This design comes from an exercise in tuning for small area on the open sky130 flow, not from production work. Only simulation tests tie the RTL to the original design; equivalence was not proved.

==> run X: inputs <==
## top
module top(
    input  wire         clk_i,
    input  wire         rstn_i,
    input  wire         start_i,
    input  wire [31:0]  vector_x_i,
    input  wire [31:0]  quant_w_i,
    output wire         done_o,
    output wire [31:0]  dout_o
);
reg [4:0] cnt;
always @(posedge clk_i or negedge rstn_i) begin
    if (!rstn_i)           cnt <= 5'd0;
    else if (cnt == 5'd0)  cnt <= {4'd0, start_i};
    else if (cnt == 5'd17) cnt <= 5'd0;
    else                   cnt <= cnt + 5'd1;
end
wire [7:0] q;
Quantize quantize_inst (.din_i(vector_x_i), .q_o(q));
wire qen = (cnt == 5'd0) ? start_i : (cnt <= 5'd8);
reg [7:0] q1, q2;
always @(posedge clk_i) begin
    q1 <= qen ? q : 8'd0;
    q2 <= q1;
end
wire clr = (cnt == 5'd2);
wire [7:0] w0 = quant_w_i[31:24], w1 = quant_w_i[23:16], w2 = quant_w_i[15:8], w3 = quant_w_i[7:0];
reg [18:0] acc0, acc1, acc2, acc3;
wire [8:0] qx = {q2, 1'b0};
wire bo0 = qx[1] ^ qx[0], bo1 = qx[3] ^ qx[2], bo2 = qx[5] ^ qx[4], bo3 = qx[7] ^ qx[6];
wire bt0 = (qx[2] & ~qx[1] & ~qx[0]) | (~qx[2] & qx[1] & qx[0]);
wire bt1 = (qx[4] & ~qx[3] & ~qx[2]) | (~qx[4] & qx[3] & qx[2]);
wire bt2 = (qx[6] & ~qx[5] & ~qx[4]) | (~qx[6] & qx[5] & qx[4]);
  ...
==> flow/config.mk <==
export PLATFORM = sky130hd
export DESIGN_NAME = top
export DESIGN_NICKNAME = top
export VERILOG_FILES = /design/flow/design.v
export SDC_FILE = /design/flow/constraint.sdc
export NUM_CORES = 4
export LEC_CHECK = 0
export CAP_MARGIN = 20
export CORE_MARGIN = 2
export CORE_UTILIZATION = 40
export SLEW_MARGIN = 20
export SYNTH_HIERARCHICAL = 1
export SYNTH_MINIMUM_KEEP_SIZE = 0
==> flow/constraint.sdc <==
create_clock -name core_clock -period 33.0 [get_ports {clk_i}]
set_input_delay 6.6000 -clock core_clock [delete_from_list [all_inputs] [get_ports {clk_i}]]
set_output_delay 6.6000 -clock core_clock [all_outputs]
set_load 0.01 [all_outputs]
standard.sh (not shown) runs the stock make flow with config.mk's settings and CLKGATE_MAP_FILE= SYNTH_SCRIPT=/design/flow/synth_recipe.tcl, a recipe that flattens the netlist after the stock synthesis.
==> flow/flow/run.sh <==
#!/bin/bash
# The standard layout (standard.sh, unchanged synthesis), with one difference:
# the port buffers that global placement inserts are buf_1 cells.
set -euo pipefail
bash standard.sh 'BUFFER_PORTS_ARGS=-buffer_cell sky130_fd_sc_hd__buf_1' finish > flow.log 2>&1
==> inputs of run Y, as changes to run X <==
Settings changed: CTS_BUF_LIST set to sky130_fd_sc_hd__clkbuf_8.
==> summary.txt <==
| item | run Y | run X |
|---|---|---|
| Routed length per placed instance | 19.49 um | 19.50 um |
| GRT met1 Usage | 27.07% | 27.12% |
| DRT Pass-1 Iters | 6 | 5 |
| Met1 wire length | 15.22 mm | 15.46 mm |
| Total routed wirelength | 34.10 mm | 34.12 mm |
| Post-route fraction of the period consumed by the critical path | 78.34% | 78.40% |
| Transition time of the tightest slew-check pin | 1.153 ns | 1.150 ns |
| Detailed route wirelength on metal3 | 1.717 mm | 1.590 mm |
| Via count of the first global-routing pass | 10,210 | 10,240 |
| M3 GR Usage | 2.111% | 2.130% |
| Headroom to the max-slew limit | 22.94% | 23.16% |
| Vias per Instance | 5.395 | 5.407 |
| Source-to-sink clock delay at the later pin of the worst-skew pair | 0.39 ns | 0.36 ns |
| Max Clock Freq | 38.68 MHz | 38.65 MHz |
| Status | no timing/DRC/antenna violations | no timing/DRC/antenna violations |
| Detail Route met2 WL | 16.77 mm | 16.56 mm |
| Arrival time worst endpoint | 26.14 ns | 26.12 ns |
| Clock-pin slew reported for the worst setup and hold paths after clock tree synthesis | 0.10 ns | 0.08 ns |
| Number of DRC markers after the initial detailed-route iteration | 662 | 676 |
| Worst setup slack for register-to-register paths | 23.32 ns | 23.31 ns |
| Min Hold Slack | 0.3341 ns | 0.3298 ns |
| Setup WS post-layout | 7.147 ns | 7.127 ns |

---

==> inputs of 03-21 <==
top, a different RTL version from the one above (not shown whole).
clock: 33.0 ns
lec_check: 0
cap_margin: 20
core_margin: 2
core_utilization: 40
cts_buf_list: sky130_fd_sc_hd__clkbuf_4 sky130_fd_sc_hd__clkbuf_8
slew_margin: 20
synth_hierarchical: 1
synth_minimum_keep_size: 0
Scripts as last shown in full above: flow/flow/run.sh
==> 12-22 (differences from 03-21) <==
==> flow/flow/run.sh (replaced) <==
#!/bin/bash
# The standard layout (standard.sh, unchanged synthesis), with two differences:
# the port buffers that global placement inserts are buf_1 cells, and the buffers
# that synthesis (abc) inserted are taken out at floorplan (repair_design puts back
# whatever slew and capacitance need).
set -euo pipefail
bash standard.sh 'BUFFER_PORTS_ARGS=-buffer_cell sky130_fd_sc_hd__buf_1' REMOVE_ABC_BUFFERS=1 finish > flow.log 2>&1
==> 08-17 (differences from 03-21) <==
--- a/flow/config.mk
+++ b/flow/config.mk
@@ -8,7 +8,7 @@
 export CAP_MARGIN = 20
 export CORE_MARGIN = 2
 export CORE_UTILIZATION = 40
-export CTS_BUF_LIST = sky130_fd_sc_hd__clkbuf_4 sky130_fd_sc_hd__clkbuf_8
+export CTS_BUF_LIST = sky130_fd_sc_hd__clkbuf_8
 export SLEW_MARGIN = 20
 export SYNTH_HIERARCHICAL = 1
 export SYNTH_MINIMUM_KEEP_SIZE = 0
==> summary.txt <==
GR Util All Layers: 12-22 19.13%; 08-17 19.67%; 03-21 19.68%
Detailed Place HPWL: 12-22 27.38 mm; 08-17 28.69 mm; 03-21 28.69 mm
GRT met1 Usage: 12-22 26.78%; 08-17 27.64%; 03-21 27.66%
Signal buffers: 12-22 110; 08-17 109; 03-21 109
Source-to-sink clock delay at the later pin of the worst-skew pair: 12-22 0.38 ns; 08-17 0.40 ns; 03-21 0.40 ns
Area Growth Syn to Fin: 12-22 6.840%; 08-17 6.536%; 03-21 6.563%
Period minus WS final: 12-22 27.59 ns; 08-17 27.38 ns; 03-21 27.39 ns
Clock Buffer Count: 12-22 9; 08-17 9; 03-21 10
Net count, final: 12-22 1,696; 08-17 1,695; 03-21 1,695
Number of antenna violations at the first check in global routing: 12-22 0; 08-17 1; 03-21 1
Post-Layout Cell Count: 12-22 1,738; 08-17 1,736; 03-21 1,736
Worst-case hold path end point: 12-22 q2[3]; 08-17 q2[1]; 03-21 q2[1]
Run status: 12-22 finished clean; 08-17 finished clean; 03-21 finished clean
Minimum setup slack in the final design: 12-22 5.414 ns; 08-17 5.620 ns; 03-21 5.608 ns
Final worst-path cycle share: 12-22 83.59%; 08-17 82.97%; 03-21 83.01%
Drt first pass iters: 12-22 8; 08-17 5; 03-21 5
Vias after detailed routing: 12-22 9,286; 08-17 9,277; 03-21 9,311

---

==> try-tundra <==
Another version of the RTL of top (not shown whole).
## top
module top(
    input  wire         clk_i,
    input  wire         rstn_i,
    input  wire         start_i,
    input  wire [31:0]  vector_x_i,
    input  wire [31:0]  quant_w_i,
    output wire         done_o,
    output wire [31:0]  dout_o
);
reg [4:0] cnt;
always @(posedge clk_i or negedge rstn_i) begin
    if (!rstn_i)           cnt <= 5'd0;
    else if (cnt == 5'd0)  cnt <= {4'd0, start_i};
    else if (cnt == 5'd17) cnt <= 5'd0;
    else                   cnt <= cnt + 5'd1;
end
wire [7:0] q;
wire qen = (cnt == 5'd0) ? start_i : (cnt <= 5'd8);
Quantize quantize_inst (.din_i(vector_x_i), .en_i(qen), .q_o(q));
reg [7:0] q1, q2;
always @(posedge clk_i) begin
    q1 <= q;
    q2 <= q1;
end
wire clr = (cnt == 5'd2);
wire [7:0] w0 = quant_w_i[31:24], w1 = quant_w_i[23:16], w2 = quant_w_i[15:8], w3 = quant_w_i[7:0];
reg [18:0] acc0, acc1, acc2, acc3;
wire [8:0] qx = {q2, 1'b0};
wire bo0 = qx[1] ^ qx[0], bo1 = qx[3] ^ qx[2], bo2 = qx[5] ^ qx[4], bo3 = qx[7] ^ qx[6];
  ...
Settings: LEC_CHECK=0, CAP_MARGIN=20, CORE_MARGIN=2, CORE_UTILIZATION=40, CTS_BUF_LIST=sky130_fd_sc_hd__clkbuf_4 sky130_fd_sc_hd__clkbuf_8, SLEW_MARGIN=20, SYNTH_HIERARCHICAL=1, SYNTH_MINIMUM_KEEP_SIZE=0; clock period 33.0 ns.
==> flow/flow/run.sh <==
#!/bin/bash
# The standard layout (standard.sh, unchanged synthesis), with two differences:
# the port buffers that global placement inserts are buf_1 cells, and clock tree
# synthesis adds no dummy loads.
set -euo pipefail
bash standard.sh 'BUFFER_PORTS_ARGS=-buffer_cell sky130_fd_sc_hd__buf_1' \
  'CTS_ARGS=-sink_clustering_enable -repair_clock_nets -buf_list {sky130_fd_sc_hd__clkbuf_4 sky130_fd_sc_hd__clkbuf_8} -dont_use_dummy_load' \
  finish > flow.log 2>&1
==> inputs of try-raven, as changes to try-tundra <==
CORE_UTILIZATION = 65   (was 40)
CTS_BUF_LIST = unset   (was sky130_fd_sc_hd__clkbuf_4 sky130_fd_sc_hd__clkbuf_8)
PLACE_DENSITY = 0.75   (was unset)
==> inputs of try-amber, as changes to try-tundra <==
==> flow/flow/run.sh (replaced) <==
#!/bin/bash
# The standard layout (standard.sh, unchanged synthesis), with three differences:
# the port buffers that global placement inserts are buf_1 cells, cells on paths with
# slack to spare are sized down after global placement (flow/recover.tcl), and clock
# tree synthesis adds no dummy loads.
set -euo pipefail
bash standard.sh 'BUFFER_PORTS_ARGS=-buffer_cell sky130_fd_sc_hd__buf_1' \
  "POST_GLOBAL_PLACE_TCL=$PWD/flow/recover.tcl" \
  'CTS_ARGS=-sink_clustering_enable -repair_clock_nets -buf_list {sky130_fd_sc_hd__clkbuf_4 sky130_fd_sc_hd__clkbuf_8} -dont_use_dummy_load' \
  finish > flow.log 2>&1
==> flow/flow/recover.tcl (new file) <==
# After global placement: size down cells on paths with slack to spare
# (repair_timing's power recovery), before repair_design and detailed placement.
repair_timing -recover_power 100 -verbose
==> summary.txt <==
Placed design
  – Place WS: 5250 ps
  – Hpwl dp: 25700 µm
  – Gpl congestion: 0.918

Routing
  – Met3 Wirelength: 2310 µm
  – Post-Route M1 WL: 13400 µm
  – Drt wl/cell: 20.3 µm

Finish
  – Sequential share of cell area: 13.6%
  – Cell Count, Final, Fillers Out: 1543
  – NonClk Buf Share: 3.23%
  – Clk tree area frac: 0.858%
  – Design area: 14400 µm²

Critical path
  – Critical Path RT: roughly 33000 ps

Clocking
  – Reg clk slew, reported paths: 100 ps

STA
  – Setup Skew: 24.7 ps

Global routing
  – GR Util met2: roughly half

Floorplan
  – # rows: 53

Run status
  – Outcome: no timing/DRC/antenna violations
The numbers above come from try-raven.

==> summary.txt <==
Finish
  – Sequential share of cell area: 13.4%
  – Clk tree area frac: 0.844%
  – Cell Count, Final, Fillers Out: 1724
  – Design area: 14700 µm²
  – NonClk Buf Share: between 3 and 4%

Global routing
  – GR Util met2: 31.4%

Clocking
  – Reg clk slew, reported paths: 100 ps
  – CTS tree: done

Routing
  – Met3 Wirelength: between 1500 and 2000 µm
  – Drt wl/cell: 19.2 µm
  – Post-Route M1 WL: between 15000 and 20000 µm

Floorplan
  – # rows: 68

Run status
  – Outcome: no timing/DRC/antenna violations

STA
  – Setup Skew: about 32 ps
  – Final setup viols: 0
  – WHS: a little over 300 ps

Placed design
  – Place WS: ~5200 ps
  – Hpwl dp: 27300 µm
The numbers above come from try-amber.

==> summary.txt <==
Routing
  – Met3 Wirelength: approximately 1800 µm
  – Drt wl/cell: 19.2 µm
  – Post-Route M1 WL: ~15000 µm

Placed design
  – Place WS: 5170 ps
  – Hpwl dp: 27300 µm

Finish
  – Cell Count, Final, Fillers Out: ~1700
  – Design area: around 15000 µm²
  – Sequential share of cell area: 13.4%
  – NonClk Buf Share: between 3 and 4%
  – Clk tree area frac: 0.844%

Critical path
  – Critical Path RT: 33330 ps

Global routing
  – GR Util met2: about a third

Floorplan
  – # rows: just under 70

Clocking
  – Reg clk slew, reported paths: 110 ps

Run status
  – Outcome: no timing/DRC/antenna violations
The numbers above come from try-tundra.

==> afterwards: timing with drivers on the ports <==
The results above use ideal ports. As a check the final layouts listed here were re-extracted and re-timed, cells and wires unchanged.
Step 1, drivers: a clkbuf_16 drives clk_i and a buf_2 each remaining input, both assumed.
Step 2, shift: input delay + t, output delay - t, t = (earliest + latest rising clock arrival at the registers) / 2. This alone moves slack from input paths to output paths.
Slacks: ideal / step 1 / step 2; pairs: ideal / step 1.
run | shift t [ns] | setup WS [ns] | worst register clock-pin slew, ns | worst data-port slew with drivers (ns)
run X | 0.390 | 7.127 / 7.143 / 6.753 | 0.08 / 0.08 | 0.05
run Y | 0.416 | 7.147 / 7.158 / 6.742 | 0.11 / 0.11 | 0.05
03-21 | 0.432 | 5.608 / 5.626 / 5.193 | 0.10 / 0.10 | 0.07
12-22 | 0.418 | 5.414 / 5.421 / 5.003 | 0.11 / 0.11 | 0.09
08-17 | 0.432 | 5.620 / 5.638 / 5.206 | 0.10 / 0.10 | 0.07
try-tundra | 0.411 | 5.626 / 5.644 / 5.233 | 0.11 / 0.11 | 0.06
try-raven | 0.406 | 5.612 / 5.626 / 5.220 | 0.10 / 0.10 | 0.05
try-amber | 0.402 | 5.610 / 5.621 / 5.219 | 0.10 / 0.10 | 0.06
After both steps setup and hold are still met in every run listed. The setup slack of 03-21, which loses most, moves by +0.018 ns with the drivers and by -0.415 ns with both steps.
